What follows belongs to an exercise in optimizing a design on an open flow for small area; a production flow would make more cautious choices. Only simulation tests tie the RTL to the original design; equivalence was not proved. No activity file was given, so power comes from the tool's default toggle rates. The clock port is modelled as an ideal driver; clocking choices that lean on that would not hold on a real chip.

==> config.mk <==
export PLATFORM = sky130hd
export DESIGN_NAME = conv
export DESIGN_NICKNAME = conv
export VERILOG_FILES = /design/flow/design.v
export SDC_FILE = /design/flow/constraint.sdc
export NUM_CORES = 4
export LEC_CHECK = 0
export ABC_AREA = 0
export CAP_MARGIN = 0
export CORE_MARGIN = 2
export CORE_UTILIZATION = 55
export CTS_CLUSTER_DIAMETER = 150
export CTS_CLUSTER_SIZE = 25
export GPL_TIMING_DRIVEN = 0
export SLEW_MARGIN = 0
export SYNTH_HIERARCHICAL = 1
==> constraint.sdc <==
create_clock -name core_clock -period 7.5 [get_ports {clk}]
set_input_delay 1.5000 -clock core_clock [delete_from_list [all_inputs] [get_ports {clk}]]
set_output_delay 1.5000 -clock core_clock [all_outputs]
set_load 0.01 [all_outputs]
==> design.v <==
module conv(
  input clk,
  input reset,
  input [15:0] pxl_in,
  output [15:0] pxl_out,
  output [9:0] count,
  output valid
);
  reg [15:0] r00;
  reg [15:0] r01;
  reg p_r01_14_1;
  reg [15:0] r02;
  reg p_r02_14_1;
  reg [15:0] r10;
  reg p_r10_14_1;
  reg [15:0] r11;
  reg p_r11_14_1;
  reg [15:0] r12;
  reg p_r12_14_1;
  reg [15:0] r20;
  reg [15:0] r21;
  reg [15:0] r22;
  reg [25*16-1:0] line1;
  wire [15:0] line1_o = line1[25*16-1:24*16];
  reg [25*16-1:0] line2;
  wire [15:0] line2_o = line2[25*16-1:24*16];
  wire s1, c2;
  ha us1 (pxl_in[2], pxl_in[0], s1, c2);
  wire s3, c4;
  fa us3 (pxl_in[3], pxl_in[1], c2, s3, c4);
  wire s5, c6;
  fa us5 (pxl_in[4], pxl_in[2], c4, s5, c6);
  wire s7, c8;
  fa us7 (pxl_in[5], pxl_in[3], c6, s7, c8);
  wire s9, c10;
  fa us9 (pxl_in[6], pxl_in[4], c8, s9, c10);
  wire s11, c12;
  fa us11 (pxl_in[7], pxl_in[5], c10, s11, c12);
  wire s13, c14;
  fa us13 (pxl_in[8], pxl_in[6], c12, s13, c14);
  wire s15, c16;
  fa us15 (pxl_in[9], pxl_in[7], c14, s15, c16);
  wire s17, c18;
  fa us17 (pxl_in[10], pxl_in[8], c16, s17, c18);
  wire s19, c20;
  fa us19 (pxl_in[11], pxl_in[9], c18, s19, c20);
  wire s21, c22;
  fa us21 (pxl_in[12], pxl_in[10], c20, s21, c22);
  wire s23, c24;
  fa us23 (pxl_in[13], pxl_in[11], c22, s23, c24);
  wire s25, c26;
  fa us25 (pxl_in[14], pxl_in[12], c24, s25, c26);
  wire x27;
  xo ux27 (pxl_in[15], pxl_in[13], x27);
  wire x28;
  xo ux28 (x27, c26, x28);
  wire s29, c30;
  ha us29 (pxl_in[1], pxl_in[0], s29, c30);
  wire s31, c32;
  fa us31 (pxl_in[2], pxl_in[1], c30, s31, c32);
  wire s33, c34;
  fa us33 (pxl_in[3], s1, c32, s33, c34);
  wire s35, c36;
  fa us35 (pxl_in[4], s3, c34, s35, c36);
  wire s37, c38;
  fa us37 (pxl_in[5], s5, c36, s37, c38);
  wire s39, c40;
  fa us39 (pxl_in[6], s7, c38, s39, c40);
  wire s41, c42;
  fa us41 (pxl_in[7], s9, c40, s41, c42);
  wire s43, c44;
  fa us43 (pxl_in[8], s11, c42, s43, c44);
  wire s45, c46;
  fa us45 (pxl_in[9], s13, c44, s45, c46);
  wire s47, c48;
  fa us47 (pxl_in[10], s15, c46, s47, c48);
  wire s49, c50;
  fa us49 (pxl_in[11], s17, c48, s49, c50);
  wire s51, c52;
  fa us51 (pxl_in[12], s19, c50, s51, c52);
  wire s53, c54;
  fa us53 (pxl_in[13], s21, c52, s53, c54);
  wire s55, c56;
  fa us55 (pxl_in[14], s23, c54, s55, c56);
  wire x57;
  xo ux57 (pxl_in[15], s25, x57);
  wire x58;
  xo ux58 (x57, c56, x58);
  wire s59, c60;
  ha us59 (pxl_in[0], s39, s59, c60);
  wire s61, c62;
  fa us61 (pxl_in[1], c60, s41, s61, c62);
  wire s63, c64;
  fa us63 (pxl_in[2], s43, c62, s63, c64);
  wire s65, c66;
  fa us65 (pxl_in[3], s45, c64, s65, c66);
  wire s67, c68;
  fa us67 (pxl_in[4], s47, c66, s67, c68);
  wire s69, c70;
  fa us69 (pxl_in[5], s49, c68, s69, c70);
  wire s71, c72;
  fa us71 (pxl_in[6], s51, c70, s71, c72);
  wire s73, c74;
  fa us73 (pxl_in[7], s53, c72, s73, c74);
  wire s75, c76;
  fa us75 (pxl_in[8], s55, c74, s75, c76);
  wire x77;
  xo ux77 (pxl_in[9], x58, x77);
  wire x78;
  xo ux78 (x77, c76, x78);
  wire s79, c80;
  ha us79 (r00[0], pxl_in[0], s79, c80);
  wire s81, c82;
  fa us81 (r00[1], pxl_in[1], c80, s81, c82);
  wire s83, c84;
  fa us83 (r00[2], pxl_in[2], c82, s83, c84);
  wire s85, c86;
  fa us85 (r00[3], pxl_in[3], c84, s85, c86);
  wire i87 = ~s85;
  wire s88, c89;
  ha us88 (pxl_in[0], i87, s88, c89);
  wire s90, c91;
  fa us90 (r00[4], pxl_in[4], c86, s90, c91);
  wire i92 = ~s90;
  wire s93, c94;
  fa us93 (s29, c89, i92, s93, c94);
  wire s95, c96;
  fa us95 (r00[5], pxl_in[5], c91, s95, c96);
  wire i97 = ~s95;
  wire s98, c99;
  fa us98 (s31, c94, i97, s98, c99);
  wire s100, c101;
  fa us100 (r00[6], pxl_in[6], c96, s100, c101);
  wire i102 = ~s100;
  wire s103, c104;
  fa us103 (s33, i102, c99, s103, c104);
  wire s105, c106;
  fa us105 (r00[7], pxl_in[7], c101, s105, c106);
  wire i107 = ~s105;
  wire s108, c109;
  fa us108 (s35, i107, c104, s108, c109);
  wire s110, c111;
  fa us110 (r00[8], pxl_in[8], c106, s110, c111);
  wire i112 = ~s110;
  wire s113, c114;
  fa us113 (s37, i112, c109, s113, c114);
  wire s115, c116;
  fa us115 (r00[9], pxl_in[9], c111, s115, c116);
  wire i117 = ~s115;
  wire s118, c119;
  fa us118 (s39, i117, c114, s118, c119);
  wire s120, c121;
  fa us120 (r00[10], pxl_in[10], c116, s120, c121);
  wire i122 = ~s120;
  wire s123, c124;
  fa us123 (s41, i122, c119, s123, c124);
  wire s125, c126;
  fa us125 (r00[11], pxl_in[11], c121, s125, c126);
  wire i127 = ~s125;
  wire s128, c129;
  fa us128 (s43, i127, c124, s128, c129);
  wire s130, c131;
  fa us130 (r00[12], pxl_in[12], c126, s130, c131);
  wire i132 = ~s130;
  wire s133, c134;
  fa us133 (s45, i132, c129, s133, c134);
  wire s135, c136;
  fa us135 (r00[13], pxl_in[13], c131, s135, c136);
  wire i137 = ~s135;
  wire s138, c139;
  fa us138 (s47, i137, c134, s138, c139);
  wire s140, c141;
  fa us140 (r00[14], pxl_in[14], c136, s140, c141);
  wire i142 = ~s140;
  wire s143, c144;
  ha us143 (s49, i142, s143, c144);
  wire x145;
  xo ux145 (r00[15], pxl_in[15], x145);
  wire x146;
  xo ux146 (x145, s51, x146);
  wire x147;
  xo ux147 (x146, c141, x147);
  wire x148;
  xo ux148 (x147, c144, x148);
  wire i149 = ~r01[0];
  wire s150, c151;
  ha us150 (i149, pxl_in[0], s150, c151);
  wire i152 = ~r01[1];
  wire s153, c154;
  fa us153 (i152, pxl_in[1], c151, s153, c154);
  wire i155 = ~r01[2];
  wire s156, c157;
  fa us156 (i155, s1, c154, s156, c157);
  wire s158, c159;
  fa us158 (r01[3], s3, c157, s158, c159);
  wire i160 = ~pxl_in[0];
  wire s161, c162;
  ha us161 (i160, s158, s161, c162);
  wire s163, c164;
  fa us163 (r01[4], s5, c159, s163, c164);
  wire i165 = ~pxl_in[1];
  wire s166, c167;
  fa us166 (i165, c162, s163, s166, c167);
  wire s168, c169;
  fa us168 (r01[5], s7, c164, s168, c169);
  wire i170 = ~s1;
  wire s171, c172;
  fa us171 (i170, c167, s168, s171, c172);
  wire s173, c174;
  fa us173 (r01[6], s9, c169, s173, c174);
  wire i175 = ~s3;
  wire s176, c177;
  fa us176 (i175, s173, c172, s176, c177);
  wire s178, c179;
  fa us178 (r01[7], s11, c174, s178, c179);
  wire i180 = ~s5;
  wire s181, c182;
  fa us181 (i180, s178, c177, s181, c182);
  wire s183, c184;
  fa us183 (r01[8], s13, c179, s183, c184);
  wire i185 = ~s7;
  wire s186, c187;
  fa us186 (i185, s183, c182, s186, c187);
  wire s188, c189;
  fa us188 (r01[9], s15, c184, s188, c189);
  wire i190 = ~s9;
  wire s191, c192;
  fa us191 (i190, s188, c187, s191, c192);
  wire s193, c194;
  fa us193 (r01[10], s17, c189, s193, c194);
  wire i195 = ~s11;
  wire s196, c197;
  fa us196 (i195, s193, c192, s196, c197);
  wire s198, c199;
  fa us198 (r01[11], s19, c194, s198, c199);
  wire i200 = ~s13;
  wire s201, c202;
  fa us201 (i200, s198, c197, s201, c202);
  wire s203, c204;
  fa us203 (r01[12], s21, c199, s203, c204);
  wire i205 = ~s15;
  wire s206, c207;
  fa us206 (i205, s203, c202, s206, c207);
  wire s208, c209;
  fa us208 (r01[13], s23, c204, s208, c209);
  wire i210 = ~s17;
  wire s211, c212;
  fa us211 (i210, s208, c207, s211, c212);
  wire s213, c214;
  fa us213 (r01[14], p_r01_14_1, s25, s213, c214);
  wire i215 = ~s19;
  wire s216, c217;
  fa us216 (i215, c209, s213, s216, c217);
  wire x218;
  xo ux218 (r01[15], s21, x218);
  wire x219;
  xo ux219 (x218, x28, x219);
  wire x220;
  xo ux220 (x219, c214, x220);
  wire x221;
  xo ux221 (x220, c217, x221);
  wire s222, c223;
  ha us222 (r02[14], p_r02_14_1, s222, c223);
  wire x224;
  xo ux224 (r02[15], c223, x224);
  wire s225, c226;
  ha us225 (line1_o[0], pxl_in[0], s225, c226);
  wire s227, c228;
  fa us227 (line1_o[1], c226, s29, s227, c228);
  wire s229, c230;
  fa us229 (line1_o[2], s31, c228, s229, c230);
  wire s231, c232;
  fa us231 (line1_o[3], pxl_in[0], s33, s231, c232);
  wire s233, c234;
  ha us233 (c230, s231, s233, c234);
  wire s235, c236;
  fa us235 (line1_o[4], pxl_in[1], s35, s235, c236);
  wire s237, c238;
  fa us237 (c232, c234, s235, s237, c238);
  wire s239, c240;
  fa us239 (line1_o[5], s1, s37, s239, c240);
  wire s241, c242;
  fa us241 (c236, c238, s239, s241, c242);
  wire s243, c244;
  fa us243 (line1_o[6], s3, s39, s243, c244);
  wire s245, c246;
  fa us245 (c240, s243, c242, s245, c246);
  wire s247, c248;
  fa us247 (line1_o[7], s5, s41, s247, c248);
  wire s249, c250;
  fa us249 (c244, s247, c246, s249, c250);
  wire s251, c252;
  fa us251 (line1_o[8], s7, s43, s251, c252);
  wire s253, c254;
  fa us253 (c248, s251, c250, s253, c254);
  wire s255, c256;
  fa us255 (line1_o[9], s9, s45, s255, c256);
  wire s257, c258;
  fa us257 (c252, s255, c254, s257, c258);
  wire s259, c260;
  fa us259 (line1_o[10], s11, s47, s259, c260);
  wire s261, c262;
  fa us261 (c256, s259, c258, s261, c262);
  wire s263, c264;
  fa us263 (line1_o[11], s13, s49, s263, c264);
  wire s265, c266;
  fa us265 (c260, s263, c262, s265, c266);
  wire s267, c268;
  fa us267 (line1_o[12], s15, s51, s267, c268);
  wire s269, c270;
  fa us269 (c264, s267, c266, s269, c270);
  wire s271, c272;
  fa us271 (line1_o[13], s17, s53, s271, c272);
  wire s273, c274;
  fa us273 (c268, s271, c270, s273, c274);
  wire s275, c276;
  fa us275 (line1_o[14], s19, s55, s275, c276);
  wire s277, c278;
  ha us277 (c272, s275, s277, c278);
  wire x279;
  xo ux279 (line1_o[15], s21, x279);
  wire x280;
  xo ux280 (x279, x58, x280);
  wire x281;
  xo ux281 (x280, c276, x281);
  wire x282;
  xo ux282 (x281, c278, x282);
  wire s283, c284;
  ha us283 (r10[0], i160, s283, c284);
  wire i285 = ~s29;
  wire s286, c287;
  fa us286 (r10[1], c284, i285, s286, c287);
  wire i288 = ~s31;
  wire s289, c290;
  fa us289 (r10[2], i288, c287, s289, c290);
  wire i291 = ~s33;
  wire s292, c293;
  fa us292 (r10[3], i291, c290, s292, c293);
  wire i294 = ~s35;
  wire s295, c296;
  fa us295 (r10[4], i294, c293, s295, c296);
  wire s297, c298;
  fa us297 (r10[5], pxl_in[0], c296, s297, c298);
  wire i299 = ~s37;
  wire s300, c301;
  ha us300 (i299, s297, s300, c301);
  wire s302, c303;
  fa us302 (r10[6], pxl_in[1], c298, s302, c303);
  wire i304 = ~s39;
  wire s305, c306;
  fa us305 (i304, c301, s302, s305, c306);
  wire s307, c308;
  fa us307 (r10[7], pxl_in[2], c303, s307, c308);
  wire i309 = ~s41;
  wire s310, c311;
  fa us310 (i309, c306, s307, s310, c311);
  wire s312, c313;
  fa us312 (r10[8], pxl_in[3], c308, s312, c313);
  wire i314 = ~s43;
  wire s315, c316;
  fa us315 (i314, s312, c311, s315, c316);
  wire s317, c318;
  fa us317 (r10[9], pxl_in[4], c313, s317, c318);
  wire i319 = ~s45;
  wire s320, c321;
  fa us320 (i319, s317, c316, s320, c321);
  wire s322, c323;
  fa us322 (r10[10], pxl_in[5], c318, s322, c323);
  wire i324 = ~s47;
  wire s325, c326;
  fa us325 (i324, s322, c321, s325, c326);
  wire s327, c328;
  fa us327 (r10[11], pxl_in[6], c323, s327, c328);
  wire i329 = ~s49;
  wire s330, c331;
  fa us330 (i329, s327, c326, s330, c331);
  wire s332, c333;
  fa us332 (r10[12], pxl_in[7], c328, s332, c333);
  wire i334 = ~s51;
  wire s335, c336;
  fa us335 (i334, s332, c331, s335, c336);
  wire s337, c338;
  fa us337 (r10[13], pxl_in[8], c333, s337, c338);
  wire i339 = ~s53;
  wire s340, c341;
  fa us340 (i339, s337, c336, s340, c341);
  wire s342, c343;
  fa us342 (r10[14], p_r10_14_1, pxl_in[9], s342, c343);
  wire i344 = ~s55;
  wire s345, c346;
  fa us345 (s342, i344, c338, s345, c346);
  wire x347;
  xo ux347 (r10[15], pxl_in[10], x347);
  wire x348;
  xo ux348 (x347, c343, x348);
  wire x349;
  xo ux349 (x348, x58, x349);
  wire x350;
  xo ux350 (x349, c346, x350);
  wire s351, c352;
  ha us351 (r11[0], i160, s351, c352);
  wire s353, c354;
  fa us353 (r11[1], c352, i285, s353, c354);
  wire s355, c356;
  fa us355 (r11[2], i288, c354, s355, c356);
  wire s357, c358;
  fa us357 (r11[3], pxl_in[0], c356, s357, c358);
  wire s359, c360;
  ha us359 (i291, s357, s359, c360);
  wire s361, c362;
  fa us361 (r11[4], pxl_in[1], c358, s361, c362);
  wire s363, c364;
  fa us363 (i294, c360, s361, s363, c364);
  wire s365, c366;
  fa us365 (r11[5], s1, c362, s365, c366);
  wire s367, c368;
  fa us367 (i299, c364, s365, s367, c368);
  wire s369, c370;
  fa us369 (r11[6], s3, c366, s369, c370);
  wire s371, c372;
  fa us371 (i304, s369, c368, s371, c372);
  wire s373, c374;
  fa us373 (r11[7], s5, c370, s373, c374);
  wire s375, c376;
  fa us375 (i309, s373, c372, s375, c376);
  wire s377, c378;
  fa us377 (r11[8], s7, c374, s377, c378);
  wire s379, c380;
  fa us379 (i314, s377, c376, s379, c380);
  wire s381, c382;
  fa us381 (r11[9], s9, c378, s381, c382);
  wire s383, c384;
  fa us383 (i319, s381, c380, s383, c384);
  wire s385, c386;
  fa us385 (r11[10], s11, c382, s385, c386);
  wire s387, c388;
  fa us387 (i324, s385, c384, s387, c388);
  wire s389, c390;
  fa us389 (r11[11], s13, c386, s389, c390);
  wire s391, c392;
  fa us391 (i329, s389, c388, s391, c392);
  wire s393, c394;
  fa us393 (r11[12], s15, c390, s393, c394);
  wire s395, c396;
  fa us395 (i334, s393, c392, s395, c396);
  wire s397, c398;
  fa us397 (r11[13], s17, c394, s397, c398);
  wire s399, c400;
  fa us399 (i339, s397, c396, s399, c400);
  wire s401, c402;
  fa us401 (r11[14], p_r11_14_1, s19, s401, c402);
  wire s403, c404;
  fa us403 (s401, i344, c398, s403, c404);
  wire x405;
  xo ux405 (r11[15], s21, x405);
  wire x406;
  xo ux406 (c402, x405, x406);
  wire x407;
  xo ux407 (x406, x58, x407);
  wire x408;
  xo ux408 (x407, c404, x408);
  wire s409, c410;
  ha us409 (r12[14], p_r12_14_1, s409, c410);
  wire x411;
  xo ux411 (r12[15], c410, x411);
  wire s412, c413;
  ha us412 (line2_o[3], i160, s412, c413);
  wire s414, c415;
  fa us414 (line2_o[4], i165, c413, s414, c415);
  wire s416, c417;
  fa us416 (line2_o[5], i170, c415, s416, c417);
  wire s418, c419;
  fa us418 (line2_o[6], i175, c417, s418, c419);
  wire s420, c421;
  fa us420 (line2_o[7], i180, c419, s420, c421);
  wire s422, c423;
  fa us422 (line2_o[8], i185, c421, s422, c423);
  wire s424, c425;
  fa us424 (line2_o[9], i190, c423, s424, c425);
  wire s426, c427;
  fa us426 (line2_o[10], i195, c425, s426, c427);
  wire s428, c429;
  fa us428 (line2_o[11], i200, c427, s428, c429);
  wire s430, c431;
  fa us430 (line2_o[12], i205, c429, s430, c431);
  wire s432, c433;
  fa us432 (line2_o[13], i210, c431, s432, c433);
  wire s434, c435;
  fa us434 (line2_o[14], i215, c433, s434, c435);
  wire x436;
  xo ux436 (line2_o[15], s21, x436);
  wire x437;
  xo ux437 (x436, c435, x437);
  wire s438, c439;
  ha us438 (r20[0], pxl_in[0], s438, c439);
  wire s440, c441;
  fa us440 (r20[1], pxl_in[1], c439, s440, c441);
  wire s442, c443;
  fa us442 (r20[2], pxl_in[2], c441, s442, c443);
  wire s444, c445;
  fa us444 (r20[3], pxl_in[3], pxl_in[0], s444, c445);
  wire s446, c447;
  ha us446 (s444, c443, s446, c447);
  wire s448, c449;
  fa us448 (r20[4], pxl_in[4], s29, s448, c449);
  wire s450, c451;
  fa us450 (c445, s448, c447, s450, c451);
  wire s452, c453;
  fa us452 (r20[5], pxl_in[5], s31, s452, c453);
  wire s454, c455;
  fa us454 (c449, s452, c451, s454, c455);
  wire s456, c457;
  fa us456 (r20[6], pxl_in[6], c453, s456, c457);
  wire s458, c459;
  fa us458 (s33, s456, c455, s458, c459);
  wire s460, c461;
  fa us460 (r20[7], pxl_in[7], c457, s460, c461);
  wire s462, c463;
  fa us462 (s35, s460, c459, s462, c463);
  wire s464, c465;
  fa us464 (r20[8], pxl_in[8], c461, s464, c465);
  wire s466, c467;
  fa us466 (s37, s464, c463, s466, c467);
  wire s468, c469;
  fa us468 (r20[9], pxl_in[9], c465, s468, c469);
  wire s470, c471;
  fa us470 (s39, s468, c467, s470, c471);
  wire s472, c473;
  fa us472 (r20[10], pxl_in[10], s41, s472, c473);
  wire s474, c475;
  fa us474 (c469, s472, c471, s474, c475);
  wire s476, c477;
  fa us476 (r20[11], pxl_in[11], s43, s476, c477);
  wire s478, c479;
  fa us478 (c473, s476, c475, s478, c479);
  wire s480, c481;
  fa us480 (r20[12], pxl_in[12], s45, s480, c481);
  wire s482, c483;
  fa us482 (c477, s480, c479, s482, c483);
  wire s484, c485;
  fa us484 (r20[13], pxl_in[13], s47, s484, c485);
  wire s486, c487;
  fa us486 (c481, s484, c483, s486, c487);
  wire s488, c489;
  fa us488 (r20[14], pxl_in[14], s49, s488, c489);
  wire s490, c491;
  fa us490 (c485, s488, c487, s490, c491);
  wire x492;
  xo ux492 (r20[15], pxl_in[15], x492);
  wire x493;
  xo ux493 (x492, s51, x493);
  wire x494;
  xo ux494 (c489, x493, x494);
  wire x495;
  xo ux495 (x494, c491, x495);
  wire s496, c497;
  ha us496 (r21[1], i160, s496, c497);
  wire s498, c499;
  fa us498 (r21[2], c497, i285, s498, c499);
  wire s500, c501;
  fa us500 (r21[3], i288, c499, s500, c501);
  wire s502, c503;
  fa us502 (r21[4], i291, c501, s502, c503);
  wire s504, c505;
  fa us504 (r21[5], i294, c503, s504, c505);
  wire s506, c507;
  fa us506 (r21[6], i299, c505, s506, c507);
  wire s508, c509;
  fa us508 (r21[7], i304, c507, s508, c509);
  wire s510, c511;
  fa us510 (r21[8], i309, c509, s510, c511);
  wire s512, c513;
  fa us512 (r21[9], i314, c511, s512, c513);
  wire s514, c515;
  fa us514 (r21[10], i319, c513, s514, c515);
  wire s516, c517;
  fa us516 (r21[11], i324, c515, s516, c517);
  wire s518, c519;
  fa us518 (r21[12], i329, c517, s518, c519);
  wire s520, c521;
  fa us520 (r21[13], i334, c519, s520, c521);
  wire s522, c523;
  fa us522 (r21[14], i339, c521, s522, c523);
  wire x524;
  xo ux524 (r21[15], s55, x524);
  wire x525;
  xo ux525 (c523, x524, x525);
  assign pxl_out[0] = ~r22[0];
  wire c528;
  ha us527 (r22[1], r22[0], pxl_out[1], c528);
  wire c530;
  xn us529 (r22[2], c528, pxl_out[2]);
  o2 uc530 (r22[2], c528, c530);
  wire c532;
  ha us531 (r22[3], c530, pxl_out[3], c532);
  wire c534;
  xn us533 (r22[4], c532, pxl_out[4]);
  o2 uc534 (r22[4], c532, c534);
  wire c536;
  ha us535 (r22[5], c534, pxl_out[5], c536);
  wire c538;
  ha us537 (r22[6], c536, pxl_out[6], c538);
  wire c540;
  ha us539 (r22[7], c538, pxl_out[7], c540);
  wire c542;
  ha us541 (r22[8], c540, pxl_out[8], c542);
  wire c544;
  ha us543 (r22[9], c542, pxl_out[9], c544);
  wire c546;
  ha us545 (r22[10], c544, pxl_out[10], c546);
  wire c548;
  ha us547 (r22[11], c546, pxl_out[11], c548);
  wire c550;
  ha us549 (r22[12], c548, pxl_out[12], c550);
  wire c552;
  ha us551 (r22[13], c550, pxl_out[13], c552);
  wire c554;
  ha us553 (r22[14], c552, pxl_out[14], c554);
  xo ux555 (r22[15], c554, pxl_out[15]);
  wire [15:0] line1_i = {x224, s222, r02[13], r02[12], r02[11], r02[10], r02[9], r02[8], r02[7], r02[6], r02[5], r02[4], r02[3], r02[2], r02[1], r02[0]};
  wire [15:0] line2_i = {x411, s409, r12[13], r12[12], r12[11], r12[10], r12[9], r12[8], r12[7], r12[6], r12[5], r12[4], r12[3], r12[2], r12[1], r12[0]};
  always @(posedge clk) begin
    r00 <= {x78, s75, s73, s71, s69, s67, s65, s63, s61, s59, s37, s35, s33, s31, s29, pxl_in[0]};
    r01 <= {x148, s143, s138, s133, s128, s123, s118, s113, s108, s103, s98, s93, s88, s83, s81, s79};
    p_r01_14_1 <= c139;
    r02 <= {x221, s216, s211, s206, s201, s196, s191, s186, s181, s176, s171, s166, s161, s156, s153, s150};
    p_r02_14_1 <= c212;
    r10 <= {x282, s277, s273, s269, s265, s261, s257, s253, s249, s245, s241, s237, s233, s229, s227, s225};
    p_r10_14_1 <= c274;
    r11 <= {x350, s345, s340, s335, s330, s325, s320, s315, s310, s305, s300, s295, s292, s289, s286, s283};
    p_r11_14_1 <= c341;
    r12 <= {x408, s403, s399, s395, s391, s387, s383, s379, s375, s371, s367, s363, s359, s355, s353, s351};
    p_r12_14_1 <= c400;
    r20 <= {x437, s434, s432, s430, s428, s426, s424, s422, s420, s418, s416, s414, s412, line2_o[2], line2_o[1], line2_o[0]};
    r21 <= {x495, s490, s486, s482, s478, s474, s470, s466, s462, s458, s454, s450, s446, s442, s440, s438};
    r22 <= {x525, s522, s520, s518, s516, s514, s512, s510, s508, s506, s504, s502, s500, s498, s496, r21[0]};
    line1 <= {line1[24*16-1:0], line1_i};
    line2 <= {line2[24*16-1:0], line2_i};
  end
  reg [9:0] counter;
  wire [10:0] cy;
  wire [9:0] cn;
  assign cy[0] = 1'b1;
  genvar gi;
  generate for (gi = 0; gi < 10; gi = gi + 1) begin : inc
    assign cn[gi] = counter[gi] ^ cy[gi];
    assign cy[gi+1] = counter[gi] & cy[gi];
  end endgenerate
  always @(posedge clk) begin
    if (reset) counter <= 10'd0;
    else counter <= cn;
  end
  assign count = counter;
  wire [7:0] ce = counter[9:2];
  wire [1:0] w1 = ce[0] + ce[3] + ce[6];
  wire [1:0] w2 = ce[1] + ce[4] + ce[7];
  wire [1:0] w4 = ce[2] + ce[5];
  wire [4:0] vs7 = w1 + {w2, 1'b0} + {w4, 2'b0};
  wire m0 = (vs7 == 5'd0) | (vs7 == 5'd7) | (vs7 == 5'd14);
  wire ge = (|ce[7:4]) | (&ce[3:0]);
  wire le = (ce <= 8'd196);
  assign valid = ge & le & ~(counter[1] & m0);
endmodule
module fa(input a, input b, input c, output s, output co);
  assign s = a ^ b ^ c;
  assign co = (a & b) | (c & (a ^ b));
endmodule
module ha(input a, input b, output s, output co);
  assign s = a ^ b;
  assign co = a & b;
endmodule
module xo(input a, input b, output s);
  assign s = a ^ b;
endmodule
module xn(input a, input b, output s);
  assign s = ~(a ^ b);
endmodule
module o2(input a, input b, output s);
  assign s = a | b;
endmodule
==> flow/run.sh <==
#!/bin/bash
# The standard layout (standard.sh) with two changes: the port buffers are
# the two-strength buffer cell (buf_2), and clock tree synthesis puts up to 30 flip-flops
# (within 70 um) on one leaf buffer and adds no dummy loads.
# ORFS writes each step's full log under orfs/logs/; make's output goes to
# standard.log.
set -euo pipefail
export BUFFER_PORTS_ARGS="-buffer_cell sky130_fd_sc_hd__buf_2"
export CTS_ARGS="-sink_clustering_enable -repair_clock_nets -dont_use_dummy_load -sink_clustering_size 30 -sink_clustering_max_diameter 70"
bash standard.sh > standard.log 2>&1
==> standard.sh <==
#!/bin/bash
# synth_recipe.tcl (not shown) runs the flow's synth.tcl, then flattens the netlist and writes it again
# the make line also repeats each setting of config.mk as NAME=value (left out here)
make -C /OpenROAD-flow-scripts/flow DESIGN_CONFIG=/design/flow/config.mk WORK_HOME=/design/flow/orfs CLKGATE_MAP_FILE= SYNTH_SCRIPT=/design/flow/synth_recipe.tcl "${@:-finish}"
==> results.cfg, run 1 <==
[sta]
fin_ws_ns = 0.113
rsz_0062_raised_after_global_routing = yes
slew_at_the_pin_with_the_worst_max_slew_slack_ns = 0.513
final_max_slew_viol_count = 0
setup_viol = 0
finalHoldViolations = 0
finalClockSkew_ns = 0.0524
fin_crit_ns = 7.39
clock.fmax_mhz = 135
period_share_pct = 98.5
relSlewSlack_pct = 65.7

[clock_network]
cts-htree-levels = 2
tritoncts = yes
max-clock-path-buffers = 3
clock_latency_ns = 0.59
clock_sink_count = 959
cts-buffers-inserted = 42
path_clk_slew_ns = 0.10
cts_root_buf = sky130_fd_sc_hd__clkbuf_16

[synthesis]
yosysSeqAreaShare_pct = 78.0
count_of_warnings_emitted_by_yosys = 7
synth.most_common_cell = sky130_fd_sc_hd__dfxtp_1
synth_area_per_cell_sq_um = 18.5
ys.flop_type = sky130_fd_sc_hd__dfxtp_1
synth_largest_type_area_fraction_pct = 78.0
post-synth-top-area-cell = sky130_fd_sc_hd__dfxtp_1
synth-edff-count = 0
post_synth_most_frequent_cells = 959 x sky130_fd_sc_hd__dfxtp_1, 205 x sky130_fd_sc_hd__fa_1, 47 x sky130_fd_sc_hd__inv_1
synth.net_count = 1595
post_synth_num_cell_types = 23
netlist_top_cells_area = sky130_fd_sc_hd__dfxtp_1 78%, sky130_fd_sc_hd__fa_1 17%, sky130_fd_sc_hd__ha_1 2.2%
synth.ff_latch_count = 959
synth_async_sr_flop_share_pct = 0
netlist_instances = 1328
netlist_area_sq_um = 24600

[critical_path]
setup.worst_path.class = primary input to flip-flop
crit_path_end_kind = flip-flop
timing.critical_path.required_ns = 7.94
timing.critical_path.cells = buf_6 > ha_1 > fa_1 > fa_1 > fa_1 > fa_1 > fa_1 > fa_1 > fa_1 > fa_1 > fa_1 > fa_1 > fa_1 > fa_2 > fa_2 > fa_1 > inv_1 > ha_1 > xor2_1
crit_arrival_ns = 7.82
worst-path-max-fanout = 14
timing.critical_path.mode_cell = sky130_fd_sc_hd__fa_1
max_stage_delay_ns = 0.48
slowest_stage = sky130_fd_sc_hd__fa_1
start_kind = primary input

[power_and_ir_drop]
fraction_of_power_consumed_by_the_clock_network_pct = 17.4
power_density_nw_per_um2 = 515
total_switching_power_mw = 3.63
swShare_pct = 26.3
power.ir.vdd_worst_mv = 0.262
total_power_mw = 13.8
power.leakage_nw = 11.2
pwr-share-seq_pct = 62.0
internal_power_component_mw = 10.2
power.combinational.fraction_pct = 20.7

[floorplan]
dieArea_sq_um = 46400
die_y_um = 215
placeableCoreArea_sq_um = 44200
floorplan.initialDensity_pct = 55.6
ioPinCount = 45
floorplan.die.width_um = 215
cell_row_count = 77

[worst_hold_path]
hold_class = flip-flop to flip-flop

[drt]
detail_route.wirelength_um = 31000
initialDrtViolationCount = 380
remaining_drc_errors = 0
wire_per_inst_um = 15.4
via_count = 8644
drtPass1Iterations = 6
route.antenna.remaining_nets = 0
drt-vias-per-instance = 4.29

[cells_and_area]
post_layout_nonfiller_instances = 2013
n_fill_cell = 3279
seq_area_sq_um = 19200
areaGrowthSynthToFinish_pct = 8.99
multi_input_comb_area_sq_um = 5360
final_layout_size_suffix_gt1_share_pct = 10.2
antenna_cells_inserted = 0
num-nets-final = 1690
utilization_pct = 60.6

[grt]
first_pass_grt_wire_length_um = 52200
globalRouteTotalUtil_pct = 14.5
grt_antenna_before_repair = 0
grt_pass1_vias = 9453
global_route.overflow_total = 0
grt_max_degree = 31

[placement]
pre_cts_ws_ns = -0.838
placed_cells = 1964
place.gp.congestion = 0.762
portBuffers = 44
hpwlAfterDp_um = 20400

[status]
run_status = no timing/DRC/antenna violations

[flow_run]
cap_viol_max_count = 0
[critical path: cells and delay by family]
family,cells,cell delay [ns]
XOR/XNOR,1,0.16
buffers and inverters,2,0.20
adder cells (fa/ha/maj),16,5.94
[placed cells by master (no fill, tap or decap), types with 3 or more instances in the layout]
master                      instances
sky130_fd_sc_hd__dfxtp_1          959
sky130_fd_sc_hd__inv_1             44
sky130_fd_sc_hd__buf_4              9
sky130_fd_sc_hd__nor2_1             3
sky130_fd_sc_hd__buf_2             41
sky130_fd_sc_hd__ha_1              43
sky130_fd_sc_hd__nor2b_1            9
sky130_fd_sc_hd__xor2_1            37
sky130_fd_sc_hd__xnor2_1            3
sky130_fd_sc_hd__fa_2              45
sky130_fd_sc_hd__fa_1             160
sky130_fd_sc_hd__clkbuf_16         42
[layout make-up]
type	instances	share of cell area, %
multi-input combinational	322	20.0
inverter	47	0.672
timing repair buffer	51	1.06
tap	592	2.76
clock buffer	42	3.92
sequential	959	71.6
[registers in the layout, indices dropped and copies added, names as in the netlist, 16 cells and up]
name and flops:
r20 16, r01 16, r22 16, line1 400, r12 16, r00 16
r11 16, r02 16, r21 16, line2 400, r10 16
[modules after synthesis, one instance, submodules excluded]
module  area, sq um  flip-flops and latches  copies in the design  cells
xn             8.76                       0                     2      1
xo             8.76                       0                    37      1
fa             20.0                       0                   203      1
conv          19800                     959                     1   1051
o2             6.26                       0                     2      1
ha             12.5                       0                    33      1
[stage by stage]
step / hold WS [ns] / TNS, ns / cell area, sq um
floorplan: 0.310 / 0 / 24700
finish: 0.274 / 0 / 26800
global placement: 0.312 / -16.49 / 25600
detailed placement: 0.312 / -17.57 / 25600
CTS: 0.274 / 0 / 26700
global route: 0.270 / -0.0339 / 26800
[final timing paths]
check | start | depth (start not counted) | endpoint | slack [ns]
max | pxl_in[0] | 19 | r01[15] | 0.11
min | line2[286] | 0 | line2[302] | 0.27
max reg2reg | r00[0] | 18 | r01[15] | 0.89
min reg2reg | line2[286] | 0 | line2[302] | 0.27
[power by group through the flow]
stage / Clock [mW] / Sequential (mW) / Combinational (mW)
6_report: 2.40 / 8.55 / 2.85
5_1_grt: 2.67 / 8.85 / 3.46
4_1_cts: 2.49 / 8.64 / 3.02
3_5_place_dp: 0 / 8.68 / 2.96
3_3_place_gp: 0 / 8.67 / 2.95
2_1_floorplan: 0 / 8.37 / 1.98
[timing repair]
action | CTS | global route
buffers inserted | 1 | 6
setup endpoints to repair | 16 | 12
gates cloned | 0 | 0
gates resized for setup | 11 | 9
hold buffers | 0 | 0
pin swaps | 1 | 4
[layer usage]
layer	GRT usage, %	routed length [um]
met1	20.7	15000
met2	22.5	14200
met3	3.27	1050
met4	4.14	744
met5	0	0
[cell families (layout without fill, tap and decap cells)]
group | Yosys count | count (layout) | share of synthesized area [%]
AOI/OAI and AO/OA | 5 | 5 | 0.183
adders and majority gates | 249 | 249 | 18.9
buffers and inverters | 47 | 140 | 0.717
and+or+nand+nor | 27 | 27 | 0.671
xor gates and xnor gates | 41 | 41 | 1.46
DFF | 959 | 959 | 78.0
==> run 2, diff against run 1 <==
==> flow/run.sh (replaced) <==
#!/bin/bash
# The standard layout (standard.sh) with two changes: the port buffers are
# the two-strength buffer cell (buf_2), and clock tree synthesis puts up to 31 flip-flops
# (within 80 um) on one leaf buffer and adds no dummy loads.
# ORFS writes each step's full log under orfs/logs/; make's output goes to
# standard.log.
set -euo pipefail
export BUFFER_PORTS_ARGS="-buffer_cell sky130_fd_sc_hd__buf_2"
export CTS_ARGS="-sink_clustering_enable -repair_clock_nets -dont_use_dummy_load -sink_clustering_size 31 -sink_clustering_max_diameter 80"
bash standard.sh > standard.log 2>&1
--- a/config.mk
+++ b/config.mk
@@ -8,9 +8,10 @@
 export ABC_AREA = 0
 export CAP_MARGIN = 0
 export CORE_MARGIN = 2
-export CORE_UTILIZATION = 55
+export CORE_UTILIZATION = 40
 export CTS_CLUSTER_DIAMETER = 150
 export CTS_CLUSTER_SIZE = 25
 export GPL_TIMING_DRIVEN = 0
+export PLACE_DENSITY = 0.75
 export SLEW_MARGIN = 0
 export SYNTH_HIERARCHICAL = 1
==> run 2 against run 1 <==
  * Combinational power rose by 2%
  * Setup slack improved by 0.019 ns
  * Final area rose by 0.56%
  * Largest cell class unchanged
==> results.cfg, run 2 <==
[status]
run_status = no timing/DRC/antenna violations

[cells_and_area]
areaGrowthSynthToFinish_pct = 9.61
post_layout_nonfiller_instances = 2201
mostFrequentLayoutCells = 959 x sky130_fd_sc_hd__dfxtp_1, 159 x sky130_fd_sc_hd__fa_1, 46 x sky130_fd_sc_hd__fa_2, 45 x sky130_fd_sc_hd__inv_1, 43 x sky130_fd_sc_hd__ha_1
final_layout_size_suffix_gt1_share_pct = 10.1
num-nets-final = 1688
most_frequent_standard_cell_in_the_layout_excluding_fill_and_tap_cells = sky130_fd_sc_hd__dfxtp_1
n_fill_cell = 5181
antenna_cells_inserted = 0
largestRegisters = line1: 400 flops, line2: 400 flops

[placement]
placed_cells = 2154
portBuffers = 44
place.gp.congestion = 0.767
hpwlAfterDp_um = 20500
pre_cts_ws_ns = -0.764

[synthesis]
ys.flop_type = sky130_fd_sc_hd__dfxtp_1
post_synthesis_share_of_cell_area_spent_on_full_adders_half_adders_and_majority_gates_pct = 18.9
count_of_warnings_emitted_by_yosys = 7
netlist_top_cells_area = sky130_fd_sc_hd__dfxtp_1 78%, sky130_fd_sc_hd__fa_1 17%, sky130_fd_sc_hd__ha_1 2.2%
synth.net_count = 1595
synth_async_sr_flop_share_pct = 0
post_synth_num_cell_types = 23
synthXorXnorAreaFrac_pct = 1.46
synth.most_common_cell = sky130_fd_sc_hd__dfxtp_1
synth-edff-count = 0
netlist_area_sq_um = 24600
synth.ff_latch_count = 959
netlist_instances = 1328
yosysSeqAreaShare_pct = 78.0
complex_gate_fraction_of_the_synthesized_area_pct = 0.183
synth_largest_type_area_fraction_pct = 78.0
post-synth-top-area-cell = sky130_fd_sc_hd__dfxtp_1
post_synth_most_frequent_cells = 959 x sky130_fd_sc_hd__dfxtp_1, 205 x sky130_fd_sc_hd__fa_1, 47 x sky130_fd_sc_hd__inv_1
yosys.area_share.simple_pct = 0.671
main_combinational_cell_family_by_area_after_synthesis = adder cells
post_synth_mux_area_share_pct = 0
synth_area_per_cell_sq_um = 18.5

[sta]
period_share_pct = 98.2
setup_viol = 0
rsz_0062_raised_after_global_routing = no
fin_crit_ns = 7.37
slew_at_the_pin_with_the_worst_max_slew_slack_ns = 0.432
fin_ws_ns = 0.131
relSlewSlack_pct = 71.2
clock.fmax_mhz = 136
finalHoldViolations = 0
final_max_slew_viol_count = 0
finalClockSkew_ns = 0.0374

[critical_path]
start_kind = primary input
timing.critical_path.cells = buf_4 > inv_1 > ha_1 > fa_1 > fa_1 > fa_1 > fa_1 > fa_1 > fa_1 > fa_1 > fa_2 > fa_2 > fa_2 > fa_2 > fa_1 > fa_1 > fa_1
timing.critical_path.required_ns = 7.93
slowest_stage = sky130_fd_sc_hd__fa_1
crit_arrival_ns = 7.80
worst_path_bufs_invs = 2
setup.worst_path.class = primary input to flip-flop
worst-path-max-fanout = 14
timing.critical_path.mode_cell = sky130_fd_sc_hd__fa_1
max_stage_delay_ns = 0.49
top_delay_family_on_crit_path = adder cells
crit_path_end_kind = flip-flop

[power_and_ir_drop]
power_density_nw_per_um2 = 510
power.ir.vdd_worst_mv = 0.234
power.leakage_nw = 11.2

[drt]
drt-vias-per-instance = 3.95
wire_per_inst_um = 14.0
initialDrtViolationCount = 288
via_count = 8697
drtPass1Iterations = 4
route.antenna.remaining_nets = 0
detail_route.wirelength_um = 30800
remaining_drc_errors = 0

[grt]
globalRouteTotalUtil_pct = 10.3
first_pass_grt_wire_length_um = 51400
grt_pass1_vias = 9579
grt_antenna_before_repair = 1
grt_max_degree = 32
global_route.overflow_total = 0

[floorplan]
placeableCoreArea_sq_um = 60600
floorplan.die.width_um = 252
die_y_um = 252
dieArea_sq_um = 63500
cell_row_count = 90
floorplan.initialDensity_pct = 40.6
ioPinCount = 45

[clock_network]
number_of_buffers_inserted_for_hold_repair_after_clock_tree_synthesis = 0
max-clock-path-buffers = 3
clock_latency_ns = 0.55
cts-buffers-inserted = 38
cts_root_buf = sky130_fd_sc_hd__clkbuf_16
clock_sink_count = 959
path_clk_slew_ns = 0.11
cts-htree-levels = 2
tritoncts = yes

[flow_run]
cap_viol_max_count = 0

[worst_hold_path]
hold_class = flip-flop to flip-flop
==> run 2: per-stage QoR <==
| stage | area [sq um] | util [%] | setup TNS (ns) | total power, mW | hold WS [ns] |
|---|---|---|---|---|---|
| after floorplan | 24700 | - | 0 | 10.4 | 0.310 |
| after global placement | 25900 | 42.7 | -14.10 | 11.5 | 0.310 |
| after detailed placement | 25900 | 42.7 | -15.26 | 11.6 | 0.312 |
| after CTS | 26900 | 44.3 | 0 | 14.0 | 0.289 |
| after global routing | 27000 | 44.5 | 0 | 14.9 | 0.291 |
| final | 27000 | 44.5 | 0 | 13.8 | 0.287 |
==> run 2: path summary, 6_finish.rpt <==
kind	startpoint	to	slack, ns	cells past startpoint
max	pxl_in[0]	r12[13]	0.13	17
min	line2[234]	line2[250]	0.29	0
max reg2reg	r00[0]	r01[15]	1.08	18
min reg2reg	line2[234]	line2[250]	0.29	0
==> run 2: per-module statistics from Yosys, one instance, submodules excluded <==
module / cells inside / flip-flops and latches / copies in the design
ha: 1 / 0 / 33
xo: 1 / 0 / 37
conv: 1051 / 959 / 1
xn: 1 / 0 / 2
o2: 1 / 0 / 2
fa: 1 / 0 / 203
==> run 2: kinds of logic after synthesis <==
logic type,Yosys count
DFF,959
AOI/OAI and AO/OA,5
adders and majority gates,249
xor gates and xnor gates,41
buffers and inverters,47
and+or+nand+nor,27
==> run 2: area by class of cell <==
type / count / area, sq um / share of cell area (%)
Timing Repair Buffer: 53 / 299 / 1.11
Clock buffer: 38 / 951 / 3.53
Inverter: 47 / 176 / 0.654
Sequential cell: 959 / 19200 / 71.2
Tap cell: 782 / 978 / 3.63
Multi-Input combinational cell: 322 / 5360 / 19.9
==> run 2: power by group <==
| part | total, mW | switching, mW | internal (mW) |
|---|---|---|---|
| registers | 8.56 | 0.760 | 7.81 |
| logic | 2.91 | 1.52 | 1.39 |
| clock network | 2.29 | 1.37 | 0.918 |
==> run 2: what timing repair did <==
action,in CTS,in global routing
endpoints found under the setup margin,10,12
pin swaps,1,5
resized for setup,7,13
endpoints found under the hold margin,0,0
buffers inserted,1,8
==> run 2: routing by layer <==
| layer | vias up | GRT usage [%] | routed length [um] |
|---|---|---|---|
| met5 | - | 0 | 16 |
| met4 | 2 | 2.42 | 521 |
| met3 | 43 | 2.23 | 1330 |
| met2 | 102 | 15.6 | 13500 |
| met1 | 4344 | 15.0 | 15500 |
| li1 | 4206 | - | - |
==> run 3, diff against run 2 <==
--- a/design.v
+++ b/design.v
@@ -651,7 +651,7 @@
     else counter <= cn;
   end
   assign count = counter;
-  wire [7:0] ce = counter[9:2];
+  wire [7:0] ce = cn[9:2];
   wire [1:0] w1 = ce[0] + ce[3] + ce[6];
   wire [1:0] w2 = ce[1] + ce[4] + ce[7];
   wire [1:0] w4 = ce[2] + ce[5];
@@ -659,7 +659,12 @@
   wire m0 = (vs7 == 5'd0) | (vs7 == 5'd7) | (vs7 == 5'd14);
   wire ge = (|ce[7:4]) | (&ce[3:0]);
   wire le = (ce <= 8'd196);
-  assign valid = ge & le & ~(counter[1] & m0);
+  reg vld;
+  always @(posedge clk) begin
+    if (reset) vld <= 1'b0;
+    else vld <= ge & le & ~(cn[1] & m0);
+  end
+  assign valid = vld;
 endmodule
 module fa(input a, input b, input c, output s, output co);
   assign s = a ^ b ^ c;
--- a/config.mk
+++ b/config.mk
@@ -8,10 +8,9 @@
 export ABC_AREA = 0
 export CAP_MARGIN = 0
 export CORE_MARGIN = 2
-export CORE_UTILIZATION = 40
+export CORE_UTILIZATION = 48
 export CTS_CLUSTER_DIAMETER = 150
 export CTS_CLUSTER_SIZE = 25
 export GPL_TIMING_DRIVEN = 0
-export PLACE_DENSITY = 0.75
 export SLEW_MARGIN = 0
 export SYNTH_HIERARCHICAL = 1
==> run 3 against run 2 <==
  * Sequential cell count is 1 higher
  * Synthesized area hardly changed
  * Combinational power hardly changed
  * Still clean on timing, DRC and antenna
  * Setup slack better by 0.016 ns
  * Via count is 0.26% lower
  * Total power is 0.26% higher
  * Maximum frequency is 0.22% higher
  * Count of clock-buffer cells in the layout is 1 higher
  * Synthesized cell count is 0.38% lower
  * Hold slack better by 0.019 ns
  * Largest cell class unchanged
  * Critical path depth is 1 higher
==> results.cfg, run 3 <==
[sta]
finalHoldViolations = 0
finalClockSkew_ns = 0.0544
fin_ws_ns = 0.148
period_share_pct = 98.0
clock.fmax_mhz = 136
fin_crit_ns = 7.35
setup_viol = 0
slew_at_the_pin_with_the_worst_max_slew_slack_ns = 0.415
final_max_slew_viol_count = 0
relSlewSlack_pct = 72.3

[cells_and_area]
post_layout_nonfiller_instances = 2101
largestRegisters = line1: 400 flops, line2: 400 flops
design_area_sq_um = 27000
mostFrequentLayoutCells = 960 x sky130_fd_sc_hd__dfxtp_1, 163 x sky130_fd_sc_hd__fa_1, 42 x sky130_fd_sc_hd__inv_1, 42 x sky130_fd_sc_hd__ha_1, 42 x sky130_fd_sc_hd__fa_2
n_fill_cell = 4076
antenna_cells_inserted = 0
num-nets-final = 1698
areaGrowthSynthToFinish_pct = 9.60
most_frequent_standard_cell_in_the_layout_excluding_fill_and_tap_cells = sky130_fd_sc_hd__dfxtp_1
final_layout_size_suffix_gt1_share_pct = 10.8

[floorplan]
floorplan.initialDensity_pct = 48.8
placeableCoreArea_sq_um = 50400
die_y_um = 230
dieArea_sq_um = 53100
cell_row_count = 82
ioPinCount = 45
floorplan.die.width_um = 230

[synthesis]
count_of_warnings_emitted_by_yosys = 7
ys.flop_type = sky130_fd_sc_hd__dfxtp_1
synth.ff_latch_count = 960
post_synth_num_cell_types = 19
netlist_top_cells_area = sky130_fd_sc_hd__dfxtp_1 78%, sky130_fd_sc_hd__fa_1 17%, sky130_fd_sc_hd__ha_1 2.2%
synth.net_count = 1590
synth_area_per_cell_sq_um = 18.6
netlist_instances = 1323
synth.most_common_cell = sky130_fd_sc_hd__dfxtp_1
synth-edff-count = 0
post_synth_most_frequent_cells = 960 x sky130_fd_sc_hd__dfxtp_1, 205 x sky130_fd_sc_hd__fa_1, 44 x sky130_fd_sc_hd__ha_1
synth_async_sr_flop_share_pct = 0
post-synth-top-area-cell = sky130_fd_sc_hd__dfxtp_1
yosysSeqAreaShare_pct = 78.1
synth_largest_type_area_fraction_pct = 78.1
netlist_area_sq_um = 24600

[drt]
top_layer_used = met4
remaining_drc_errors = 0
initialDrtViolationCount = 320
wire_per_inst_um = 14.5
drtPass1Iterations = 4
met3_wirelength_um = 975
drt-vias-per-instance = 4.13
detail_route.wirelength_um = 30600
via_count = 8674
route.antenna.remaining_nets = 0
met1_length_um = 15200
routed-wl-met2_um = 13600

[clock_network]
clock_latency_ns = 0.58
tritoncts = yes
max-clock-path-buffers = 3
cts-buffers-inserted = 39
cts-htree-levels = 2
clock_sink_count = 960
number_of_buffers_inserted_for_hold_repair_after_clock_tree_synthesis = 0
path_clk_slew_ns = 0.11
cts_root_buf = sky130_fd_sc_hd__clkbuf_16

[placement]
hpwlAfterDp_um = 20300
place.gp.congestion = 0.764
detailed_place.area_sq_um = 25700
pre_cts_ws_ns = -0.871
portBuffers = 44
placed_cells = 2039

[grt]
grt_pass1_vias = 9424
grt_antenna_before_repair = 0
global_route.overflow_total = 0
globalRouteTotalUtil_pct = 12.4
grt_max_degree = 32
first_pass_grt_wire_length_um = 51300

[critical_path]
crit_path_end_kind = flip-flop
setup.worst_path.class = primary input to flip-flop
start_kind = primary input
worst-path-max-fanout = 11
timing.critical_path.required_ns = 7.95
crit_arrival_ns = 7.80

[power_and_ir_drop]
internal_power_component_mw = 10.2
power.ir.vdd_worst_mv = 0.294
total_power_mw = 13.8
power.combinational.fraction_pct = 21.2
swShare_pct = 26.3
power_density_nw_per_um2 = 512
power.leakage_nw = 11.2
pwr-share-seq_pct = 61.9
fraction_of_power_consumed_by_the_clock_network_pct = 16.9
total_switching_power_mw = 3.63

[worst_hold_path]
hold_class = flip-flop to flip-flop

[flow_run]
cap_viol_max_count = 0

[status]
run_status = no timing/DRC/antenna violations
-- run 3: layer usage --
metal / up-vias / global-route usage (%)
met5: - / 0
met3: 47 / 2.10
met1: 4330 / 18.0
li1: 4214 / -
met4: 0 / 4.19
met2: 83 / 18.9
-- run 3: area by class of cell --
cell class	instances	area [sq um]	area share (%)
sequential	960	19200	71.3
multi-input combinational	319	5340	19.8
clock buffer	39	976	3.62
tap	672	841	3.12
timing repair buffer	67	415	1.54
inverter	43	161	0.599
buffer	1	3.75	0.0139
-- run 3: path summary, 6_finish.rpt --
path	depth (start not counted)	to	slack (ns)	start
worst min register to register	0	line1[308]	0.31	line1[292]
worst max register to register	18	r01[15]	0.99	r00[0]
worst min-delay path	0	line1[308]	0.31	line1[292]
worst max-delay path	18	r10[15]	0.15	pxl_in[1]
-- run 3: logic make-up (layout without fill, tap and decap cells) --
logic type                 count (synthesis)  in the layout  synth area share (%)
DFF                                      960            960                  78.1
adders and majority gates                249            249                  18.9
xor gates and xnor gates                  44             44                  1.57
buffers and inverters                     44            150                 0.672
and+or+nand+nor                           18             18                 0.392
AOI/OAI and AO/OA                          8              8                 0.300
-- run 3: power groups by stage --
stage	logic (mW)	clock network [mW]	registers (mW)
6_report	2.93	2.33	8.54
5_1_grt	3.52	2.60	8.84
4_1_cts	3.05	2.42	8.62
3_5_place_dp	2.98	0	8.67
3_3_place_gp	3.00	0	8.67
2_1_floorplan	1.99	0	8.38
-- run 3: critical path: stages --
cell and delay [ns]:
sky130_fd_sc_hd__buf_8 0.15, sky130_fd_sc_hd__ha_4 0.18, sky130_fd_sc_hd__fa_2 0.40, sky130_fd_sc_hd__fa_2 0.40
sky130_fd_sc_hd__fa_2 0.41, sky130_fd_sc_hd__fa_2 0.40, sky130_fd_sc_hd__fa_2 0.39, sky130_fd_sc_hd__fa_2 0.41
sky130_fd_sc_hd__fa_2 0.38, sky130_fd_sc_hd__fa_2 0.40, sky130_fd_sc_hd__fa_2 0.37, sky130_fd_sc_hd__fa_2 0.34
sky130_fd_sc_hd__fa_2 0.34, sky130_fd_sc_hd__fa_2 0.35, sky130_fd_sc_hd__fa_2 0.61, sky130_fd_sc_hd__fa_1 0.42
sky130_fd_sc_hd__ha_2 0.19, sky130_fd_sc_hd__xor2_1 0.16
-- run 3: per-module statistics from Yosys (local to each module, per instance) --
module	area [sq um]	times used
conv	19800	1
fa	20.0	203
ha	12.5	33
o2	6.26	2
xn	8.76	2
xo	8.76	37
-- run 3: timing repair --
action / in CTS / in global routing
setup buffers: 0 / 23
pin swaps: 0 / 11
endpoints found under the setup margin: 13 / 13
cloned: 0 / 0
gates resized for setup: 9 / 10
-- run 3: metrics by stage --
step	TNS (ns)	hold slack (ns)	utilization, %
floorplan	0	0.310	-
global placement	-16.46	0.311	51.1
detailed placement	-17.38	0.312	51.1
CTS	0	0.314	53.1
global route	-0.00919	0.314	53.5
finish	0	0.306	53.5
==> run 4, diff against run 3 <==
==> flow/run.sh (replaced) <==
#!/bin/bash
# The standard layout (standard.sh) with two changes: the port buffers are
# the two-strength buffer cell (buf_2), and clock tree synthesis puts up to 31 flip-flops
# (within 85 um) on one leaf buffer and adds no dummy loads.
# ORFS writes each step's full log under orfs/logs/; make's output goes to
# standard.log.
set -euo pipefail
export BUFFER_PORTS_ARGS="-buffer_cell sky130_fd_sc_hd__buf_2"
export CTS_ARGS="-sink_clustering_enable -repair_clock_nets -dont_use_dummy_load -sink_clustering_size 31 -sink_clustering_max_diameter 85"
bash standard.sh > standard.log 2>&1
--- a/config.mk
+++ b/config.mk
@@ -8,7 +8,7 @@
 export ABC_AREA = 0
 export CAP_MARGIN = 0
 export CORE_MARGIN = 2
-export CORE_UTILIZATION = 48
+export CORE_UTILIZATION = 40
 export CTS_CLUSTER_DIAMETER = 150
 export CTS_CLUSTER_SIZE = 25
 export GPL_TIMING_DRIVEN = 0
==> run 4 against run 3 <==
  * Still clean
  * Final area is 0.36% higher
  * Non-clock buffer count is 1 lower
  * Synthesized cell count is the same
  * Wire length fell by 0.44%
  * Via count grew 0.63%
  * Sequential power about the same
  * Largest power group unchanged
==> results.cfg, run 4 <==
[power_and_ir_drop]
power_density_nw_per_um2 = 509
swShare_pct = 26.3
fraction_of_power_consumed_by_the_clock_network_pct = 16.7
power.combinational.fraction_pct = 21.4
internal_power_component_mw = 10.1
pwr-share-seq_pct = 61.9
power.leakage_nw = 11.2
total_switching_power_mw = 3.62
power.ir.vdd_worst_mv = 0.260

[critical_path]
r2r_slack_ns = 1.00
worstReg2RegStart = r00[0]
r2r_end = r01[15]
timing.critical_path.required_ns = 7.95
crit_arrival_ns = 7.81
reg2reg_depth = 18
setup.worst_path.start = pxl_in[1]
setup.worst_path.class = primary input to flip-flop
start_kind = primary input
crit_path_end_kind = flip-flop
setup.worst_path.end = r10[15]
worst-path-max-fanout = 11

[cells_and_area]
num-nets-final = 1696
mostFrequentLayoutCells = 960 x sky130_fd_sc_hd__dfxtp_1, 164 x sky130_fd_sc_hd__fa_1
final_layout_size_suffix_gt1_share_pct = 10.7
antenna_cells_inserted = 0
largestRegisters = line1: 400 flops, line2: 400 flops
post_layout_nonfiller_instances = 2209
most_frequent_standard_cell_in_the_layout_excluding_fill_and_tap_cells = sky130_fd_sc_hd__dfxtp_1
areaGrowthSynthToFinish_pct = 9.99

[grt]
first_pass_grt_wire_length_um = 52600
grt_pass1_vias = 9647
top_usage_layer = met1
globalRouteMet3Util_pct = 2.18
met2_usage_pct = 15.4
grt_antenna_before_repair = 1
global_route.overflow_total = 0
grt_max_degree = 32
globalRouteTotalUtil_pct = 10.5
grt_util_met1_pct = 15.6

[clock_network]
clock_sink_count = 960
number_of_buffers_inserted_for_hold_repair_after_clock_tree_synthesis = 0
cts-htree-levels = 2
max-clock-path-buffers = 3
tritoncts = yes
clock_latency_ns = 0.58
path_clk_slew_ns = 0.10
cts_root_buf = sky130_fd_sc_hd__clkbuf_16
cts-buffers-inserted = 38

[drt]
wire_per_inst_um = 13.8
initialDrtViolationCount = 301
drt-vias-per-instance = 3.95
detail_route.wirelength_um = 30400
via_count = 8729
remaining_drc_errors = 0
drtPass1Iterations = 4
route.antenna.remaining_nets = 0

[sta]
fin_crit_ns = 7.36
slew_at_the_pin_with_the_worst_max_slew_slack_ns = 0.410
finalClockSkew_ns = 0.0528
holdWs_ns = 0.303
fin_ws_ns = 0.139
rsz_0062_raised_after_global_routing = no
relSlewSlack_pct = 72.7
final_max_slew_viol_count = 0
period_share_pct = 98.1
setup_viol = 0
finalHoldViolations = 0
clock.fmax_mhz = 136

[floorplan]
floorplan.initialDensity_pct = 40.6
floorplan.die.width_um = 252
die_y_um = 252
dieArea_sq_um = 63500
cell_row_count = 90
placeableCoreArea_sq_um = 60600
ioPinCount = 45

[synthesis]
netlist_area_sq_um = 24600
count_of_warnings_emitted_by_yosys = 7
synth.net_count = 1590
netlist_top_cells_area = sky130_fd_sc_hd__dfxtp_1 78%, sky130_fd_sc_hd__fa_1 17%, sky130_fd_sc_hd__ha_1 2.2%
post_synth_most_frequent_cells = 960 x sky130_fd_sc_hd__dfxtp_1, 205 x sky130_fd_sc_hd__fa_1, 44 x sky130_fd_sc_hd__ha_1
synth_largest_type_area_fraction_pct = 78.1
netlist_instances = 1323
yosysSeqAreaShare_pct = 78.1
synth.ff_latch_count = 960
synth_area_per_cell_sq_um = 18.6
ys.flop_type = sky130_fd_sc_hd__dfxtp_1
post-synth-top-area-cell = sky130_fd_sc_hd__dfxtp_1
post_synth_num_cell_types = 19
synth.most_common_cell = sky130_fd_sc_hd__dfxtp_1
synth-edff-count = 0
synth_async_sr_flop_share_pct = 0

[status]
run_status = no timing/DRC/antenna violations

[worst_hold_path]
hold_class = flip-flop to flip-flop

[placement]
pre_cts_ws_ns = -0.836
portBuffers = 44
placed_cells = 2149
hpwlAfterDp_um = 20100
place.gp.congestion = 0.734

[flow_run]
cap_viol_max_count = 0
run 4: cell counts after synthesis:
No cell type changed its count.
run 4: per-stage QoR:
stage               power (mW)  TNS [ns]  cell area, sq um  util, %
detailed placement        11.6    -16.59             25900     42.7
floorplan                 10.4         0             24700        -
finish                    13.8         0             27100     44.7
CTS                       14.1         0             26900     44.4
global placement          11.7    -15.78             25900     42.7
global route              15.0         0             27100     44.7
run 4: layout make-up:
type                    instances  area [sq um]
multi-input cells             319          5340
flip-flops and latches        960         19200
clock buffers                  38           951
repair buffers                 66           400
well taps                     782           978
inverters                      43           161
fillers                      5251         33500
plain buffers                   1          3.75
run 4: per-module statistics from Yosys (local to each module, per instance):
module	area [sq um]	cells	copies in the design	flops+latches
conv	19800	1046	1	960
fa	20.0	1	203	0
ha	12.5	1	33	0
o2	6.26	1	2	0
xn	8.76	1	2	0
xo	8.76	1	37	0
run 4: logic make-up after synthesis:
logic type | count (synthesis) | synth area share [%]
flops | 960 | 78.1
fa+ha+maj | 249 | 18.9
xor+xnor | 44 | 1.57
buf+inv | 44 | 0.672
simple gates | 18 | 0.392
compound gates | 8 | 0.300
run 4: timing repair:
action | in CTS | in global routing
gates resized for setup | 9 | 9
buffers inserted | 3 | 19
pin swaps | 3 | 9
endpoints found under the setup margin | 12 | 8
run 4: power groups by stage:
stage | logic, mW | clock network [mW] | registers (mW)
after floorplan | 1.99 | 0 | 8.38
after global placement | 2.98 | 0 | 8.67
after detailed placement | 2.99 | 0 | 8.65
after CTS | 3.07 | 2.40 | 8.61
after global routing | 3.56 | 2.59 | 8.84
final | 2.94 | 2.30 | 8.53
run 4: worst min-delay path by stage:
stage                     startpoint    endpoint  slack (ns)  cells after the start
after floorplan               r02[0]    line1[0]        0.31                      0
after global placement    line1[131]  line1[147]        0.31                      0
after detailed placement  line1[134]  line1[150]        0.31                      0
after CTS                 line2[169]  line2[185]        0.31                      0
after global routing      line2[169]  line2[185]        0.30                      0
final                     line2[136]  line2[152]        0.30                      0
run 4: layer usage:
metal	vias to the layer above	part of all wire, %
li1	4213	-
met1	4381	51
met3	53	3.7
met5	-	0.036
met2	80	43
met4	2	2.2
run 4: critical path, cell delays in order:
cell,delay [ns]
sky130_fd_sc_hd__buf_6,0.15
sky130_fd_sc_hd__ha_4,0.18
sky130_fd_sc_hd__fa_2,0.38
sky130_fd_sc_hd__fa_2,0.37
sky130_fd_sc_hd__fa_2,0.40
sky130_fd_sc_hd__fa_2,0.37
sky130_fd_sc_hd__fa_2,0.38
sky130_fd_sc_hd__fa_2,0.38
sky130_fd_sc_hd__fa_2,0.41
sky130_fd_sc_hd__fa_2,0.41
sky130_fd_sc_hd__fa_2,0.40
sky130_fd_sc_hd__fa_2,0.37
sky130_fd_sc_hd__fa_2,0.35
sky130_fd_sc_hd__fa_2,0.35
sky130_fd_sc_hd__fa_2,0.60
sky130_fd_sc_hd__fa_1,0.43
sky130_fd_sc_hd__ha_2,0.19
sky130_fd_sc_hd__xor2_1,0.16
==> run 5, diff against run 4 <==
--- a/design.v
+++ b/design.v
@@ -651,7 +651,7 @@
     else counter <= cn;
   end
   assign count = counter;
-  wire [7:0] ce = cn[9:2];
+  wire [7:0] ce = counter[9:2];
   wire [1:0] w1 = ce[0] + ce[3] + ce[6];
   wire [1:0] w2 = ce[1] + ce[4] + ce[7];
   wire [1:0] w4 = ce[2] + ce[5];
@@ -659,12 +659,7 @@
   wire m0 = (vs7 == 5'd0) | (vs7 == 5'd7) | (vs7 == 5'd14);
   wire ge = (|ce[7:4]) | (&ce[3:0]);
   wire le = (ce <= 8'd196);
-  reg vld;
-  always @(posedge clk) begin
-    if (reset) vld <= 1'b0;
-    else vld <= ge & le & ~(cn[1] & m0);
-  end
-  assign valid = vld;
+  assign valid = ge & le & ~(counter[1] & m0);
 endmodule
 module fa(input a, input b, input c, output s, output co);
   assign s = a ^ b ^ c;
==> flow/run.sh (replaced) <==
#!/bin/bash
# The standard layout (standard.sh) with two changes: the port buffers are
# the two-strength buffer cell (buf_2), and clock tree synthesis puts up to 33 flip-flops
# (within 90 um) on one leaf buffer and adds no dummy loads.
# ORFS writes each step's full log under orfs/logs/; make's output goes to
# standard.log.
set -euo pipefail
export BUFFER_PORTS_ARGS="-buffer_cell sky130_fd_sc_hd__buf_2"
export CTS_ARGS="-sink_clustering_enable -repair_clock_nets -dont_use_dummy_load -sink_clustering_size 33 -sink_clustering_max_diameter 90"
bash standard.sh > standard.log 2>&1
==> run 5 against run 4 <==
  * Largest cell class unchanged
  * Largest power group unchanged
  * Critical path type unchanged
  * Synthesized area is essentially flat
  * Combinational power is essentially flat
  * Highest routed layer unchanged
  * Non-clock buffer count shrank 11
  * Cell count shrank 0.36%
  * Clock skew is essentially flat
  * Core utilization shrank 0.22 points
==> results.cfg, run 5 <==
[cells_and_area]
areaGrowthSynthToFinish_pct = 9.43
largestRegisters = line1: 400 flops, line2: 400 flops
post_layout_nonfiller_instances = 2201

[placement]
place.gp.congestion = 0.749
placed_cells = 2154
hpwlAfterDp_um = 20300
portBuffers = 44

[critical_path]
max_stage_delay_ns = 0.70
start_kind = primary input
crit_arrival_ns = 7.80
timing.critical_path.cells = buf_4 > ha_4 > fa_2 > fa_2 > fa_2 > fa_2 > fa_2 > fa_2 > fa_2 > fa_2 > fa_1 > fa_1 > fa_1 > fa_1 > fa_1 > fa_1
top_delay_family_on_crit_path = adder cells
worst_path_bufs_invs = 1
timing.critical_path.mode_cell = sky130_fd_sc_hd__fa_2

[sta]
setup_viol = 0
finalClockSkew_ns = 0.0529
clock.fmax_mhz = 135
finalHoldViolations = 0
relSlewSlack_pct = 72.8
final_max_slew_viol_count = 0
period_share_pct = 98.6
rsz_0062_raised_after_global_routing = no

[synthesis]
netlist_instances = 1328
synth_async_sr_flop_share_pct = 0
post-synth-top-area-cell = sky130_fd_sc_hd__dfxtp_1
ys.flop_type = sky130_fd_sc_hd__dfxtp_1
synth.net_count = 1595
netlist_area_sq_um = 24600
netlist_top_cells_area = sky130_fd_sc_hd__dfxtp_1 78%, sky130_fd_sc_hd__fa_1 17%, sky130_fd_sc_hd__ha_1 2.2%
yosysSeqAreaShare_pct = 78.0
post_synth_most_frequent_cells = 959 x sky130_fd_sc_hd__dfxtp_1, 205 x sky130_fd_sc_hd__fa_1, 47 x sky130_fd_sc_hd__inv_1
count_of_warnings_emitted_by_yosys = 7

[floorplan]
cell_row_count = 90
placeableCoreArea_sq_um = 60600
floorplan.initialDensity_pct = 40.6

[grt]
grt_antenna_before_repair = 1
grt_max_degree = 34

[flow_run]
cap_viol_max_count = 0

[status]
run_status = no timing/DRC/antenna violations

[clock_network]
number_of_buffers_inserted_for_hold_repair_after_clock_tree_synthesis = 0
tritoncts = yes
path_clk_slew_ns = 0.11

[drt]
detail_route.wirelength_um = 30500
via_count = 8702
wire_per_inst_um = 13.9
remaining_drc_errors = 0
initialDrtViolationCount = 344
drt-vias-per-instance = 3.95

[power_and_ir_drop]
total_power_mw = 13.6
-- run 5: cell count changes after synthesis, moves of 2 or more --
cell	before	now
sky130_fd_sc_hd__o311a_1	0	2
sky130_fd_sc_hd__inv_1	43	47
sky130_fd_sc_hd__nand3b_1	0	2
sky130_fd_sc_hd__nor3_1	3	1
sky130_fd_sc_hd__nand3_1	0	2
sky130_fd_sc_hd__a21oi_1	2	0
sky130_fd_sc_hd__xor2_1	40	38
-- run 5: worst paths after layout --
kind | start | end | slack [ns] | depth (start not counted)
max | pxl_in[1] | r10[13] | 0.11 | 16
min | line1[338] | line1[354] | 0.31 | 0
max reg2reg | r00[0] | r01[15] | 1.04 | 18
min reg2reg | line1[338] | line1[354] | 0.31 | 0
-- run 5: what timing repair did --
| item | 4_1_cts | 5_1_grt |
|---|---|---|
| cloned | 0 | 0 |
| setup buffers | 3 | 9 |
| endpoints found under the setup margin | 14 | 11 |
| hold endpoints to repair | 0 | 0 |
| resized for setup | 9 | 15 |
| pin swaps | 3 | 6 |
-- run 5: through the flow --
step / TNS [ns] / instance area [sq um] / worst slack (ns) / util, %
after CTS: 0 / 26800 / 0.00353 / 44.3
after global placement: -15.86 / 25900 / -0.812 / 42.7
after detailed placement: -16.30 / 25900 / -0.802 / 42.7
after floorplan: 0 / 24700 / 0.0169 / -
after global routing: 0 / 26900 / 0.00610 / 44.4
final: 0 / 26900 / 0.107 / 44.4
-- run 5: cell type report --
| class | count | area (sq um) |
|---|---|---|
| Clock buffer | 35 | 876 |
| Fill cell | 5268 | 33700 |
| Inverter | 47 | 180 |
| Multi-Input combinational cell | 322 | 5360 |
| Sequential cell | 959 | 19200 |
| Tap cell | 782 | 978 |
| Timing Repair Buffer | 56 | 322 |
-- run 5: report_power, final --
part	leakage [nW]	internal (mW)	switching, mW
Combinational	2.61	1.39	1.52
Clock	0.431	0.851	1.36
Sequential	8.09	7.80	0.725
-- run 5: routing by layer --
layer / wire (um) / track usage [%] / part of all wire [%] / vias up
met5: 13 / 0 / 0.043 / -
li1: - / - / - / 4203
met4: 607 / 2.54 / 2.0 / 2
met2: 13300 / 15.3 / 44 / 76
met1: 15600 / 15.2 / 51 / 4371
met3: 943 / 1.83 / 3.1 / 50
-- run 5: cells by family after synthesis --
group | Yosys count | synth area share (%)
fa+ha+maj | 249 | 18.9
flops | 959 | 78.0
compound gates | 5 | 0.183
simple gates | 27 | 0.671
buf+inv | 47 | 0.717
xor+xnor | 41 | 1.46
-- run 5: modules after synthesis (local to each module, per instance) --
module	times used	cell area, sq um	cells	flops+latches
o2	2	6.26	1	0
fa	203	20.0	1	0
xo	37	8.76	1	0
ha	33	12.5	1	0
conv	1	19800	1051	959
xn	2	8.76	1	0
